Source: an optimization exercise on an open RTL-to-GDS flow (aim: small area). Production flows keep margins and buffers that such runs may drop.
Only simulation tests tie the RTL to the original design; equivalence was not proved.
Power is estimated from default activity; no workload was simulated.

Setup of beta:
==> flow/design.v <==
module datapath(
    input clk,
    input reset,
    input [1:0] RegSrc,
    input RegWrite,
    input [1:0] ImmSrc,
    input ALUSrc,
    input [1:0] ALUControl,
    input MemToReg,
    input PCSrc,
    output [3:0] ALUFlags,
    output [31:0] PC,
    input [31:0] Instr,
    output [31:0] ALUOutput, WriteData,
    input [31:0] ReadData
);
    reg  [31:0] PCReg;
    wire [28:0] pc_inc = PCReg[31:3] + 29'd1;
    wire [31:0] PCplus8 = {pc_inc, PCReg[2:0]};
    wire [31:0] PCplus4 = PCReg[2] ? {pc_inc, 1'b0, PCReg[1:0]}
                                   : {PCReg[31:3], 1'b1, PCReg[1:0]};
    assign PC = PCReg;
    wire [31:0] Result = MemToReg ? ReadData : ALUOutput;
    always @(posedge clk or posedge reset) begin
        if (reset) PCReg <= 32'b0;
        else       PCReg <= PCSrc ? Result : PCplus4;
    end
    reg [31:0] r [0:14];
    wire [3:0] A3 = Instr[15:12];
    integer k;
    always @(posedge clk) begin
        for (k = 0; k < 15; k = k + 1)
            if (RegWrite && A3 == k) r[k] <= Result;
    end
    wire [3:0] A1 = RegSrc[0] ? 4'hF : Instr[19:16];
    reg [15:0] s1, s2;
    integer j;
    always @(*) begin
        for (j = 0; j < 16; j = j + 1) begin
            s1[j] = (A1 == j);
            s2[j] = RegSrc[1] ? (Instr[15:12] == j) : (Instr[3:0] == j);
        end
    end
    reg [31:0] SrcA, RD2;
    always @(*) begin
        SrcA = {32{s1[15]}} & PCplus8;
        RD2  = {32{s2[15]}} & PCplus8;
        for (j = 0; j < 15; j = j + 1) begin
            SrcA = SrcA | ({32{s1[j]}} & r[j]);
            RD2  = RD2  | ({32{s2[j]}} & r[j]);
        end
    end
    assign WriteData = RD2;
    wire [31:0] ExtImm = ImmSrc[1] ? {{6{Instr[23]}}, Instr[23:0], 2'b00}
                       : ImmSrc[0] ? {20'b0, Instr[11:0]}
                       :             {24'b0, Instr[7:0]};
    wire [31:0] SrcB = ALUSrc ? ExtImm : RD2;
    wire sub = ALUControl[1] & ALUControl[0];
    wire [31:0] Bx = SrcB ^ {32{sub}};
    wire [31:0] p = SrcA ^ Bx;
    wire [31:0] g = SrcA & Bx;
    reg [31:0] G, P;
    integer lvl, q;
    always @(*) begin
        G = {g[31:1], g[0] | (p[0] & sub)};
        P = p;
        for (lvl = 1; lvl < 32; lvl = lvl * 2)
            for (q = 2 * lvl - 1; q < 32; q = q + 2 * lvl) begin
                G[q] = G[q] | (P[q] & G[q - lvl]);
                P[q] = P[q] & P[q - lvl];
            end
        for (lvl = 8; lvl >= 1; lvl = lvl / 2)
            for (q = 3 * lvl - 1; q < 32; q = q + 2 * lvl) begin
                G[q] = G[q] | (P[q] & G[q - lvl]);
                P[q] = P[q] & P[q - lvl];
            end
    end
    wire [32:0] c = {G, sub};
    wire [31:0] s = p ^ c[31:0];
    wire [31:0] logic_out = g | (p & {32{ALUControl[0]}});
    assign ALUOutput = ALUControl[1] ? s : logic_out;
    wire N = ALUOutput[31];
    wire Z = ~|ALUOutput;
    wire C = ALUControl[1] & c[32];
    wire V = ALUControl[1] & (SrcA[31] == Bx[31]) & (s[31] != SrcA[31]);
    assign ALUFlags = {N, Z, C, V};
endmodule
Settings: LEC_CHECK=0, ABC_AREA=1, CAP_MARGIN=0, CORE_MARGIN=2, CORE_UTILIZATION=50, GPL_TIMING_DRIVEN=0, SETUP_SLACK_MARGIN=0.2, SLEW_MARGIN=0; clock period 11.5 ns.
standard.sh (not shown) runs the stock make flow with config.mk's settings and CLKGATE_MAP_FILE= SYNTH_SCRIPT=/design/flow/synth_recipe.tcl, a recipe that flattens the netlist after the stock synthesis.
==> flow/flow/run.sh <==
#!/bin/bash
# Own layout flow: the standard ORFS flow (standard.sh, unchanged synthesis script and
# register mapping), with these changes:
#  - ABC maps the combinational logic with an area-oriented script (flow/abc.script);
#    registers are mapped by dfflibmap before ABC, exactly as in the standard synthesis.
#  - port buffers use the smallest buffer cell (repair may still upsize them).
#  - CTS without dummy loads, with smaller sink clusters.
#
set -euo pipefail
W=$PWD
rm -rf "$W/own_scripts"
cp -r "$FLOW_HOME/scripts" "$W/own_scripts"
cp "$W/flow/abc.script" "$W/own_scripts/abc_area.script"
cp "$W/flow/abc.script" "$W/own_scripts/abc_speed.script"
CTS="-sink_clustering_enable -repair_clock_nets -dont_use_dummy_load"
CTS="$CTS -sink_clustering_size 12 -sink_clustering_max_diameter 60"
CTS="$CTS -buf_list sky130_fd_sc_hd__clkbuf_8"
bash "$W/standard.sh" \
  "SCRIPTS_DIR=$W/own_scripts" \
  "BUFFER_PORTS_ARGS=-buffer_cell sky130_fd_sc_hd__buf_1" \
  "CTS_ARGS=$CTS" \
  finish > "$W/own_flow_make.log" 2>&1
==> flow/flow/abc.script <==
&get -n
&st
&dch -f
&nf -a -p
&put
buffer -c
upsize -c
dnsize -c
topo
stime -c
Relative to beta, the following input files were edited for epsilon:
diff --git a/flow/design.v b/flow/design.v
--- a/flow/design.v
+++ b/flow/design.v
@@ -34,19 +34,13 @@
     end
     wire [3:0] A1 = RegSrc[0] ? 4'hF : Instr[19:16];
-    reg [15:0] s1, s2;
+    wire [3:0] A2 = RegSrc[1] ? Instr[15:12] : Instr[3:0];
+    reg [31:0] SrcA, RD2;
     integer j;
     always @(*) begin
-        for (j = 0; j < 16; j = j + 1) begin
-            s1[j] = (A1 == j);
-            s2[j] = RegSrc[1] ? (Instr[15:12] == j) : (Instr[3:0] == j);
-        end
-    end
-    reg [31:0] SrcA, RD2;
-    always @(*) begin
-        SrcA = {32{s1[15]}} & PCplus8;
-        RD2  = {32{s2[15]}} & PCplus8;
+        SrcA = {32{A1 == 4'hF}} & PCplus8;
+        RD2  = {32{A2 == 4'hF}} & PCplus8;
         for (j = 0; j < 15; j = j + 1) begin
-            SrcA = SrcA | ({32{s1[j]}} & r[j]);
-            RD2  = RD2  | ({32{s2[j]}} & r[j]);
+            SrcA = SrcA | ({32{A1 == j}} & r[j]);
+            RD2  = RD2  | ({32{A2 == j}} & r[j]);
         end
     end
Findings:
Every run in the comparison, epsilon and beta, completed the flow with a clean layout. | final total power | higher: epsilon |. Compared with beta, epsilon shows a higher portion of the layout cell area used by non-clock buffers. The core utilization reported for epsilon is greater than that of beta by 0.26 points. Origin of the worst setup path: Instr[19] -> epsilon, Instr[1] -> beta. Across both runs, synthesized cell count was lower for epsilon than for beta. Compared with beta, epsilon shows cell count higher by 45. Die area: epsilon vs beta, no meaningful difference. Of epsilon and beta, the run reporting the higher count of inserted tapcells was epsilon. Relative to beta, design area increased by 1.9% in epsilon. epsilon vs beta on proportion of synthesized area in mux cells: epsilon is the higher one.

what the ideal ports hide:
The flow's constraints put no driver on any port. The routed layouts listed below were extracted and timed again, unchanged, in two steps. Step 1, drivers: a clkbuf_16 drives clk and a buf_2 each remaining input, both assumed. Step 2 moves the port delays by t, midway between the first and last clock arrival at a register: inputs arrive t later, outputs are due t later. That takes back most of the time a late clock gives input paths. Slacks: ideal / step 1 / step 2; pairs: ideal / step 1.
run | t (ns) | slack for setup (ns) | worst setup path after step 2 | clock arrival spread, ns | worst data-port slew with drivers (ns)
beta | 0.715 | 0.250 / 0.217 / 0.217 | input to output | 0.055 / 0.055 | 0.06
epsilon | 0.705 | 0.199 / 0.127 / 0.127 | input to output | 0.055 / 0.055 | 0.08
After both steps every run listed still meets setup and hold. For epsilon, which loses most, drivers alone change the setup slack by -0.072 ns; drivers and shift together by -0.072 ns.
